From an optimization exercise on the open Yosys and OpenROAD flow, aimed at small area, a short achievable clock period and few clock cycles per item; shortcuts taken in it are not production practice. The RTL was checked by simulation tests, not by an equivalence proof against the original design.

==> flow/design.v <==
`timescale 1ns / 1ps
module convert_to_10 (
    input wire clk,
    input wire rst,
    input wire start,
    input wire [399:0] binary,
    output reg [3:0] decimal,
    output reg valid,
    output reg done
);
    localparam integer W  = 10;                
    localparam integer NB = 392 / W;              
    localparam integer WT = 392 - (NB - 1) * W;  
    reg  [391:0] v;                  
    reg  [2*NB-1:0] p;               
    reg  [3:0] jreg, jreg2;          
    reg        ereg, ereg2;          
    reg        run;
    reg  [7:0] cnt;
    wire [395:0] a = {1'b0, v, 3'b000};
    wire [395:0] b = {3'b000, v, 1'b0};
    wire [391:0] v_nx;
    wire [2*NB-1:0] p_nx;
    wire [3:0]   j_nx;
    genvar gi, gj, gk;
    generate
        for (gi = 0; gi < NB; gi = gi + 1) begin : blk
            localparam integer LO = gi * W;
            localparam integer N  = (gi < NB - 1) ? W : WT + 4;    
            wire [1:0]   pp = (gi == 0) ? 2'b00 : p[2*gi +: 2];
            wire [N-1:0] ab = a[LO +: N];
            wire [N-1:0] bb = b[LO +: N];
            wire [N-1:0] qb = {{(N-5){1'b0}}, pp[1], pp[0], pp[1], pp[0], 1'b0};
            wire [N:0]   x  = {1'b0, ab ^ bb ^ qb};
            wire [N:0]   y  = {(ab & bb) | (ab & qb) | (bb & qb), 1'b0};
            wire [N:0]   G [0:5];
            wire [N:0]   P [0:5];
            assign G[0] = x & y;
            assign P[0] = x ^ y;
            for (gj = 0; gj < 5; gj = gj + 1) begin : lv
                for (gk = 0; gk <= N; gk = gk + 1) begin : el
                    if ((gk >> gj) & 1) begin : c
                        localparam integer J = ((gk >> gj) << gj) - 1;
                        assign G[gj+1][gk] = G[gj][gk] | (P[gj][gk] & G[gj][J]);
                        assign P[gj+1][gk] = P[gj][gk] & P[gj][J];
                    end else begin : n
                        assign G[gj+1][gk] = G[gj][gk];
                        assign P[gj+1][gk] = P[gj][gk];
                    end
                end
            end
            wire [N+1:0] s = {G[5][N], P[0] ^ {G[5][N-1:0], 1'b0}};
            if (gi < NB - 1) begin : mid
                assign v_nx[LO +: W] = s[W-1:0];
                assign p_nx[2*(gi+1) +: 2] = s[W+1:W];
            end else begin : top
                assign v_nx[391:LO] = s[WT-1:0];
                assign j_nx = s[WT+3:WT];
            end
        end
    endgenerate
    assign p_nx[1:0] = 2'b00;
    wire [NB-1:0] g0, pr0;
    generate
        for (gi = 0; gi < NB; gi = gi + 1) begin : gp
            localparam integer LO = gi * W;
            localparam integer HI = (gi < NB - 1) ? LO + W - 1 : 391;
            wire hi1 = &v[HI:LO+2];
            wire v1 = v[LO + 1];
            wire v0 = v[LO];
            wire p1 = (gi == 0) ? 1'b0 : p[2*gi + 1];
            wire p0 = (gi == 0) ? 1'b0 : p[2*gi];
            assign g0[gi]  = hi1 & v1 & (p1 | (p0 & v0));
            assign pr0[gi] = hi1 & ((~p1 & ~p0 & v1 & v0) | (p0 & v1 & ~v0) | (p1 & ~v1 & v0));
        end
    endgenerate
    localparam integer LV = (NB > 32) ? 6 : (NB > 16) ? 5 : (NB > 8) ? 4 : 3;   
    wire [NB-1:0] gl [0:LV];
    wire [NB-1:0] pl [0:LV];
    assign gl[0] = g0;
    assign pl[0] = pr0;
    genvar gl_i, gl_l;
    generate
        for (gl_l = 0; gl_l < LV; gl_l = gl_l + 1) begin : lv
            for (gl_i = 0; gl_i < NB; gl_i = gl_i + 1) begin : el
                if ((gl_i % (2 << gl_l)) == 0 && gl_i + (1 << gl_l) < NB) begin : cmb
                    assign gl[gl_l+1][gl_i] = gl[gl_l][gl_i + (1 << gl_l)] |
                                              (pl[gl_l][gl_i + (1 << gl_l)] & gl[gl_l][gl_i]);
                    assign pl[gl_l+1][gl_i] = pl[gl_l][gl_i + (1 << gl_l)] & pl[gl_l][gl_i];
                end else begin : pass
                    assign gl[gl_l+1][gl_i] = gl[gl_l][gl_i];
                    assign pl[gl_l+1][gl_i] = pl[gl_l][gl_i];
                end
            end
        end
    endgenerate
    wire e = gl[LV][0];
    wire [3:0] digit = jreg2 + {3'b000, ereg} + {1'b0, ereg2, ereg2, 1'b0};
    always @(posedge clk) begin
        if (run) begin
            v <= v_nx;
            p <= p_nx;
        end else begin
            v <= binary[391:0];
            p <= 0;
        end
        jreg  <= j_nx;
        jreg2 <= jreg;
        ereg  <= e;
        ereg2 <= ereg;
        decimal <= run ? digit : binary[395:392];
    end
    always @(posedge clk) begin
        if (rst) begin
            run   <= 1'b0;
            cnt   <= 8'd0;
            valid <= 1'b0;
            done  <= 1'b0;
        end else begin
            valid <= start | (run & (cnt >= 8'd3));
            done  <= run & (cnt == 8'd151);
            if (run) begin
                cnt <= cnt + 8'd1;
                if (cnt == 8'd151) run <= 1'b0;
            end else if (start) begin
                run <= 1'b1;
                cnt <= 8'd1;
            end
        end
    end
endmodule
clock: 10.0 ns
lec_check: 0
cap_margin: 20
core_margin: 2
core_utilization: 70
place_density: 0.8
slew_margin: 20
standard.sh (not shown) runs the stock make flow with config.mk's settings and CLKGATE_MAP_FILE= SYNTH_SCRIPT=/design/flow/synth_recipe.tcl, a recipe that flattens the netlist after the stock synthesis.
==> flow/flow/run.sh <==
#!/bin/bash
# Standard layout with: repair_timing aiming at 6.9 ns of setup slack, port buffers made of
# the smallest buffer cell, and clock tree synthesis without dummy loads.
set -euo pipefail
export BUFFER_PORTS_ARGS="-buffer_cell sky130_fd_sc_hd__buf_1"
export SETUP_SLACK_MARGIN=6.9
export CTS_ARGS="-sink_clustering_enable -repair_clock_nets -dont_use_dummy_load -buf_list {sky130_fd_sc_hd__clkbuf_16} -sink_clustering_size 24 -sink_clustering_max_diameter 70"
bash standard.sh > standard_flow.log 2>&1
Testbench counts at the start, summed over its fixed seeds: cycles 19,456, items 128.
Edit:
--- a/flow/design.v
+++ b/flow/design.v
@@ -8,8 +8,8 @@
     output reg valid,
     output reg done
 );
-    localparam integer W  = 10;                
-    localparam integer NB = 392 / W;              
+    localparam integer W  = 12;                
+    localparam integer NB = (392 + W - 1) / W;  
     localparam integer WT = 392 - (NB - 1) * W;  
     reg  [391:0] v;                  
     reg  [2*NB-1:0] p;               
- wire length went down by 2.2%
- critical path depth went up by 1
- final cell count went up by 0.46%
- synthesized area is about the same
- via count went down by 0.37%
- sequential cell count went down by 12
- setup slack degrades by 0.0064 ns
- hold slack is about the same
Testbench counts after the change, summed over its fixed seeds: cycles 19,456, items 128.

-- re-timing with driven ports --
The flow's constraints put no driver on any port. The routed layouts listed below were extracted and timed again, unchanged, in two steps.
Step 1, drivers: a clkbuf_16 drives clk and a buf_2 each remaining input, both assumed.
Step 2 also shifts input and output timing later by t, the mid clock arrival at the registers, as if the neighbouring blocks saw the same clock.
a / b / c = ideal ports / drivers / drivers and shift; a / b = the first two.
| run | t, ns | setup slack, ns | worst setup path after step 2 |
|---|---|---|---|
| the first run | 0.625 | 6.880 / 6.880 / 6.880 | register to register |
| the second run | 0.632 | 6.874 / 6.874 / 6.874 | register to register |
After both steps every run listed still meets setup and hold.
